This design comes from an exercise in tuning for small area, a short achievable clock period and few clock cycles on the open sky130 flow, not from production work.
The RTL was checked by simulation tests, not by an equivalence proof against the original design.
No activity file was given, so power comes from the tool's default toggle rates.

[flow/design.v]
module full_adder_1bit(
    input a,
    input b,
    input carry_in,
    output sum,
    output carry_out
);
assign sum = a ^ b ^ carry_in;
assign carry_out = ((a ^ b) & carry_in) | (a & b);
endmodule
module add_n_bit_signed #(parameter n = 4)(
    input signed [n - 1:0] a,
    input signed [n - 1:0] b,
    input enable,
    output reg valid,
    output signed [n:0] result
);
    wire [n - 1:0] carry_out;
    wire [n:0] pre_result;
    genvar i;
    generate
        for (i = 0; i <= n - 1; i = i +1) begin : FA_T1
            if (i == 0) begin
                full_adder_1bit u1(
                .a(a[i]),
                .b(b[i]),
                .carry_in(1'b0),
                .sum(pre_result[i]),
                .carry_out(carry_out[i])
            );
            end
            else begin
            full_adder_1bit u2(
                .a(a[i]),
                .b(b[i]),
                .carry_in(carry_out[i - 1]),
                .sum(pre_result[i]),
                .carry_out(carry_out[i])
            );
            end
        end
    endgenerate
    assign pre_result[n] = ((a[n-1] ^ b[n-1]) ? ~carry_out[n-1] : carry_out[n-1]);
    always @(*) begin
        if (enable) begin
            valid = 1'b1;
        end else begin
            valid = 1'b0;
        end
    end
    assign result = pre_result;
endmodule
module sub_n_bit_signed #(parameter n = 4)(
    input signed [n-1:0] a,
    input signed [n-1:0] b,
    input enable,
    output reg valid,
    output signed [n:0] result
);
    wire [n-1:0] b1;
    assign b1 = ~b + 1'b1;
    wire [n:0] pre_result;
    wire add_valid;
    add_n_bit_signed #(n) u1 (
        .a(a),
        .b(b1),
        .enable(enable),
        .valid(add_valid),
        .result(pre_result)
    );
    always @(*) begin
        if (enable && add_valid) begin
            valid = 1'b1;
        end else begin
            valid = 1'b0;
        end
    end
    assign result = (b1 == {1'b1, {(n-1){1'b0}}}) ? {~pre_result[n], pre_result[n-1:0]} : pre_result;
endmodule
module multiplier_n_bit_signed #(parameter n = 4)(
    input signed [n-1:0] a,    
    input signed [n-1:0] b,     
    input clk,                  
    input rst,
    input enable,                
    output reg valid,             
    output reg signed [2*n-1:0] result 
);
    reg signed [n:0] b_temp;      
    reg signed [2*n-1:0] A;  
    reg signed [2*n-1:0] a_temp;    
    reg internal_done;            
    integer i;                     
    always @(posedge clk or posedge rst) begin
        if (rst) begin  
            a_temp <= 0;
            b_temp <= 0;
            A <= 0;
            result <= 0;
            i <= 0;
            internal_done <= 1'b0;
            valid <= 1'b0;
        end 
        else if (enable) begin   
            if (i == 0) begin
                a_temp <= {{n{a[n-1]}}, a};   
                b_temp <= {b, 1'b0}; 
                A <= 0;
                i <= 1;
                valid <= 1'b0;
                internal_done <= 1'b0;
            end 
            else if (i < n) begin
                case ({b_temp[i+1], b_temp[i], b_temp[i-1]})
                    3'b001, 3'b010: A <= A + a_temp;
                    3'b011: A <= A + (a_temp << 1);
                    3'b100: A <= A - (a_temp << 1);
                    3'b101, 3'b110: A <= A - a_temp;
                    default: ;  
                endcase
                a_temp <= a_temp << 2;
                i <= i + 2;
            end 
            else begin
                result <= A;   
                i <= 0;
                valid <= 1'b1;
                internal_done <= 1'b1;
            end
        end
        else begin
            valid <= 1'b0;
            internal_done <= 1'b0;
        end
    end
endmodule
module divide_n_bit_signed #(parameter n = 4)(
    input signed [n - 1:0] f_num,    
    input signed [n - 1:0] s_num,    
    input clk,
    input rst,
    input enable,                
    output reg valid,             
    output reg signed [n : 0]  result,
    output reg signed [n - 1: 0] remainder
);
    reg [n  : 0] f_num1;
    reg [n  : 0] s_num1; 
    reg [n - 1 : 0] pre_result;
    reg [n  : 0] pre_remainder;
    reg [$clog2(n+2)-1:0] count;    
    always @(posedge clk or posedge rst) begin
        if (rst) begin 
            f_num1 <= 0;
            s_num1 <= 0;
            result <= 0;
            remainder <= 0;
            pre_result <= 0;
            pre_remainder <= 0;
            count <= 0;
            valid <= 1'b0;
        end
        else if (enable) begin
            if (count == 0) begin
                s_num1 <= (s_num[n-1] == 1) ? {1'b0, -s_num} : {1'b0, s_num};
                f_num1 <= (f_num[n-1] == 1) ? {1'b0, -f_num} : {1'b0, f_num};
                pre_result <= 0;
                pre_remainder <= 0;
                count <= n + 1;   
                valid <= 1'b0;
            end
            else begin 
                if (s_num == 0) begin
                    count <= 1;
                    valid <= 1'b0;
                end 
                else begin
                    if ({pre_remainder[n - 2 : 0], f_num1[n-1]} >= s_num1) begin
                        pre_remainder <= {pre_remainder[n - 2 : 0], f_num1[n-1]} - s_num1;
                        pre_result <= {pre_result[n - 2 : 0], 1'b1}; 
                    end 
                    else begin
                        pre_remainder <= {pre_remainder[n - 2 : 0], f_num1[n-1]};
                        pre_result <= {pre_result[n - 2 : 0], 1'b0};
                    end 
                    f_num1 <= f_num1 << 1;
                    count <= count - 1; 
                    if (count == 1) begin
                        result <= (f_num[n-1] ^ s_num[n-1]) ? -pre_result : pre_result;
                        remainder <= (f_num[n-1]) ? -pre_remainder[n-1:0] : pre_remainder[n-1:0];
                        valid <= 1'b1;
                    end
                end
            end
        end
        else begin
            valid <= 1'b0;
        end
    end
endmodule
module ALU_standard_calculator_n_bit #(parameter n = 32)(
    input clk,
    input rst,
    input [2:0] op,
    input signed [n-1:0] a,
    input signed [n-1:0] b,
    output reg signed [2*n-1:0] result,
    output reg valid_result
);
    reg enable_add, enable_sub, enable_mul, enable_div;
    wire valid_add, valid_sub, valid_mul, valid_div;
    wire signed [n:0] result_add;
    wire signed [n:0] result_sub;
    wire signed [2*n-1:0] result_mul;
    wire signed [n:0] result_div;
    wire signed [n-1:0] remainder;
    always @(*) begin
        enable_add = 1'b0;
        enable_sub = 1'b0;
        enable_mul = 1'b0;
        enable_div = 1'b0;
        case (op)
            3'b000: enable_add = 1'b1;
            3'b001: enable_sub = 1'b1;
            3'b010: enable_mul = 1'b1;
            3'b011: enable_div = 1'b1;
            3'b100: ;
            3'b101: ;
            3'b110: ;
            3'b111: ;
            default: ;
        endcase
    end
    add_n_bit_signed #(n) add(
        .a(a),
        .b(b),
        .enable(enable_add),
        .valid(valid_add),
        .result(result_add)
    );
    sub_n_bit_signed #(n) sub(
        .a(a),
        .b(b),
        .enable(enable_sub),
        .valid(valid_sub),
        .result(result_sub)
    );
    multiplier_n_bit_signed #(n) mul(
        .a(a),
        .b(b),
        .clk(clk),
        .rst(rst),
        .enable(enable_mul),
        .valid(valid_mul),
        .result(result_mul)
    );
    divide_n_bit_signed #(n) div(
        .f_num(a),
        .s_num(b),
        .clk(clk),
        .rst(rst),
        .enable(enable_div),
        .valid(valid_div),
        .result(result_div),
        .remainder(remainder)
    );
    always @(posedge clk or posedge rst) begin
        if (rst) begin
            result <= 0;
            valid_result <= 1'b0;
        end else begin
            case (op)
                3'b000: if (valid_add) begin result <= result_add; valid_result <= 1'b1; end
                3'b001: if (valid_sub) begin result <= result_sub; valid_result <= 1'b1; end
                3'b010: if (valid_mul) begin result <= result_mul; valid_result <= 1'b1; end
                3'b011: if (valid_div) begin result <= result_div; valid_result <= 1'b1; end
                3'b100: begin result <= a & b; valid_result <= 1'b1; end
                3'b101: begin result <= a | b; valid_result <= 1'b1; end
                3'b110: begin result <= a ^ b; valid_result <= 1'b1; end
                3'b111: begin result <= ~a; valid_result <= 1'b1; end
                default: begin result <= 0; valid_result <= 1'b1; end
            endcase
        end
    end
endmodule
[flow/run.sh]
#!/bin/bash
# synth_recipe.tcl (not shown) runs the flow's synth.tcl, then flattens the netlist and writes it again
# the make line also repeats each setting of config.mk as NAME=value (left out here)
make -C /OpenROAD-flow-scripts/flow DESIGN_CONFIG=/design/flow/config.mk WORK_HOME=/design/flow/orfs CLKGATE_MAP_FILE= SYNTH_SCRIPT=/design/flow/synth_recipe.tcl finish
[flow/config.mk]
export PLATFORM = sky130hd
export DESIGN_NAME = ALU_standard_calculator_n_bit
export DESIGN_NICKNAME = ALU_standard_calculator_n_bit
export VERILOG_FILES = /design/flow/design.v
export SDC_FILE = /design/flow/constraint.sdc
export NUM_CORES = 4
export LEC_CHECK = 0
export CAP_MARGIN = 20
export CORE_MARGIN = 2
export CORE_UTILIZATION = 40
export SLEW_MARGIN = 20
[flow/constraint.sdc]
create_clock -name core_clock -period 18.0 [get_ports {clk}]
set_input_delay 3.6000 -clock core_clock [delete_from_list [all_inputs] [get_ports {clk}]]
set_output_delay 3.6000 -clock core_clock [all_outputs]
set_load 0.01 [all_outputs]
==> notes.md <==
root cell of the clock tree - clkbuf_16
area fraction in and, or, nand and nor cells after synthesis - 16.11%
remaining max-slew budget at the tightest pin - 25.22%
number of global-route vias before repair - 32740
crit path max fanout - 32
effective utilization at floorplan - 40.31%
number of cells on the worst hold path - 2
sum of buffers and inverters on the critical path - 4
area of all placed cells without fillers - 43360 sq um
share of the yosys chip area belonging to registers - 31.44%
violation count after the first detailed-routing iteration - 3454
Clock transition at path regs - 0.06 ns
post-synth design cell area - 38920 sq um
maximum number of buffers from clock root to sink - 3
worst clock skew - 0.02768 ns
min setup slack post-route - 0.5853 ns
synthesized area per cell - 8.515 sq um
count of placed standard cells in the final layout, fillers left out - 5849
GR Util All Layers - 25.93%
number of buffer cells added on primary ports - 133
overall power consumption - 10.03 mW
worst min-delay path category - reg -> reg
Power Dens Cells - 231.3 nW/um^2
remaining global-route overflow - 0
number of synthesized flops with an enable pin - 0
Synth Area in Adders - 10.95%
hold slack final - 0.4770 ns
final period demand of the worst path - 17.41 ns
die extent in y - 315.9 um
number of buffers added by the clock tree synthesis step - 60
mean routed wirelength per cell - 22.45 um
via count normalized by instance count - 5.848
CTS Sinks - 489
Final Util - 44.90%
number of levels the H-tree was split into - 2
endpoint class of the critical path - register
number of setup violations in the final report - 0
Die ar. - 99810 sq um
dpl cell area - 41180 sq um
setup slack at placement - -0.04317 ns
Worst Reg2Reg Path Length in Cells - 25
fraction of layout instances using a drive strength above 1 - 8.414%
Worst EP required - 18.54 ns
vias after detailed routing - 34210
slack of the worst reg-to-reg path - 8.72 ns
launch point of the worst reg-to-reg path - mul.i[0]$_DFFE_PP0P_
total number of placement rows - 114
number of max-cap violations - 0
Post-Syn Instances - 4571
post-CTS setup buffers - 0
final sum of negative setup slack - 0 ns
final number of hold-violating endpoints - 0
outcome - timing/DRC/antenna clean
data arrival time of the critical path - 17.96 ns
Die X - 315.9 um
number of nets produced by synthesis - 4941
residual DRC count - 0
number of antenna-violating nets in the routed design - 0
endpoint of the worst-slack reg-to-reg timing path - mul.A[63]$_DFFE_PP0P_
family of cells with the greatest summed delay on the critical path - adder cells
fraction of power consumed by the clock network - 13.2%
Detailed Routing Iterations Pass 1 - 6
async set-reset flop share out of synthesis - 100.0%
post-synthesis compound-gate area fraction - 21.33%
routability cong. - 0.9606
clock latency (worst-skew pair) - 0.69 ns
detailed-route wire length - 131.3 mm
initial antenna violation count - 12
maximum vdd ir drop - 0.2318 mV
number of gates resized after cts - 0
largest net degree at the start of global routing - 157
Switching Power - 5.106 mW
top flip-flop cell by instance count after synthesis - dfrtp_1
Yosys reg bits - 489
Leakage - 19.67 nW
parity-gate share of the synthesized area counting xor and xnor cells - 9.107%
wire length of the first global-routing pass - 201.7 mm
share of power burned in registers - 18.0%
I/O Pins - 134
P&R area growth vs syn - 11.39%
sw frac - 50.92%
peak per-stage delay on the critical path - 0.62 ns
sort of element at the start of the critical path - input pin
source of the worst hold timing path - result[5]$_DFFE_PP0P_
RSZ-0062 raised after global routing - no
share of total power in combinational logic - 68.8%
number of warnings printed during yosys synthesis - 5
number of nets in the layout - 4885
cell type with the highest occurrence count on the critical path - fa_1
placeable core area - 96570 sq um
largest family of logic cells by synthesized area - compound AO/OA/AOI/OAI gates
Max Transition Viols Final - 0
TritonCTS clock tree - done
worst slew pin tran - 1.110 ns
half-perimeter wire length of the detailed placement result - 96.99 mm
number of placed instances with taps included - 5729
number of library cell types mapped by synthesis - 93
Achievable Freq - 0.05742 GHz
Critical Setup Path Class - in -> reg
multiplexer share of the synthesized area - 6.269%
hold-fix buffers at CTS - 0
slowest cell on the critical path - clkdlybuf4s50_1
cell-internal power - 4.923 mW
hold endpoint - result[5]$_DFFE_PP0P_
Final Cycle Share - 96.75%
-- flip-flops by register name (all words and copies together), names as in the netlist, 33 cells and up --
| register | count |
|---|---|
| mul.A | 64 |
| mul.result | 64 |
| div.result | 33 |
| result | 64 |
| mul.a_temp | 64 |
-- tightest hold or removal path: cells and delay by family, from the launching register on --
family	cells	cell delay, ns
DFF	1	0.34
and+or+nand+nor	1	0.04
AOI/OAI and AO/OA	1	0.06
-- logic make-up (layout without fill, tap and decap cells) --
group | count (synthesis) | count (layout)
flip-flops | 489 | 489
XOR/XNOR | 403 | 403
adder cells (fa/ha/maj) | 301 | 301
multiplexers | 186 | 186
other | 0 | 9
AO/OA/AOI/OAI | 1332 | 1332
buffers and inverters | 485 | 478
AND/OR/NAND/NOR | 1375 | 1375
-- per-layer routing --
| metal | track usage [%] | vias to the layer above | share of wire, % |
|---|---|---|---|
| met5 | 0 | - | 0.036 |
| met4 | 8.628 | 8 | 3.3 |
| met3 | 4.113 | 221 | 6.8 |
| met2 | 39.83 | 1120 | 44 |
| met1 | 37.14 | 16770 | 46 |
| li1 | - | 16090 | - |
-- power groups by stage --
stage,registers [mW],logic (mW),clock network [mW]
CTS,1.80,6.81,1.35
finish,1.81,6.90,1.32
global route,1.85,7.62,1.39
floorplan,1.62,5.30,0
global placement,1.81,6.73,0
detailed placement,1.81,6.77,0
-- cell type report --
type	count	area, sq um
diodes	9	22.52
clock buffers	77	1655
multi-input cells	3597	24940
clock inverters	34	486.7
well taps	1276	1597
repair buffers	182	1713
inverters	185	701.9
flip-flops and latches	489	12240
fillers	9445	53210
-- placed cells by master (no fill, tap or decap), drive strengths merged, types with 102 or more instances in the layout --
| master | netlist | final |
|---|---|---|
| a21oi | 382 | 382 |
| clkdlybuf4s50 | 0 | 130 |
| dfrtp | 489 | 489 |
| ha | 235 | 235 |
| inv | 184 | 188 |
| mux2 | 102 | 102 |
| nand2 | 577 | 577 |
| nor2 | 357 | 357 |
| o21ai | 439 | 439 |
| xnor2 | 206 | 206 |
| xor2 | 197 | 197 |
-- worst max path at each step --
stage          start                  endpoint  cells after the start
2_1_floorplan    rst  div.count[0]$_DFFE_PP0P_                      1
3_3_place_gp    b[0]    result[46]$_DFFE_PP0P_                     39
3_5_place_dp    b[0]    result[46]$_DFFE_PP0P_                     39
4_1_cts         b[0]    result[46]$_DFFE_PP0P_                     39
5_1_grt         b[0]    result[45]$_DFFE_PP0P_                     39
6_report        b[0]    result[45]$_DFFE_PP0P_                     39
-- Yosys cell counts, types with 25 or more instances --
master    number  area, sq um
a22o_1        33        289.0
a211oi_1      34        255.2
a31oi_1       35        219.0
nand4_1       49        306.5
fa_1          66         1321
inv_1        184        690.7
nor4_1        25        156.4
mux2i_1       48        480.5
and3_1        38        237.7
nor2b_1       25        156.4
or3_1         49        306.5
nor3_1        63        315.3
a21o_1        87        653.1
a21oi_2       30        262.8
xnor2_1      205         1795
mux2_2       102         1149
o21bai_1      25        187.7
clkbuf_1     264        991.0
nand2_1      577         2166
nand3_1       68        340.3
a221o_1       25        250.2
nand2b_1      34        212.7
mux4_2        36        810.8
o31ai_1       73        548.0
dfrtp_1      489        12240
ha_1         235         2940
o21ai_0      434         2172
xor2_1       196         1717
a21oi_1      352         1762
nor2_1       356         1336
Testbench counts, summed over its fixed seeds: cycles 41,086.

[afterwards: timing with drivers on the ports]
No port has a modelled driver above. Below, the same layout with a new extraction and two added sets of constraints. Step 1 assumes that a clkbuf_16 drives the clock port and a buf_2 every other input. Step 2 moves the port delays by t, midway between the first and last clock arrival at a register: inputs arrive t later, outputs are due t later. That takes back most of the time a late clock gives input paths. Slacks: ideal / step 1 / step 2; pairs: ideal / step 1.
t, ns: 0.755
slack for setup (ns): 0.585 / 0.457 / -0.298
worst setup path after step 2: input to register
worst data-port slew with drivers (ns): 0.25
Met with ideal ports but missed after step 2: setup timing in this run. For this run, drivers alone change the setup slack by -0.128 ns; drivers and shift together by -0.883 ns.
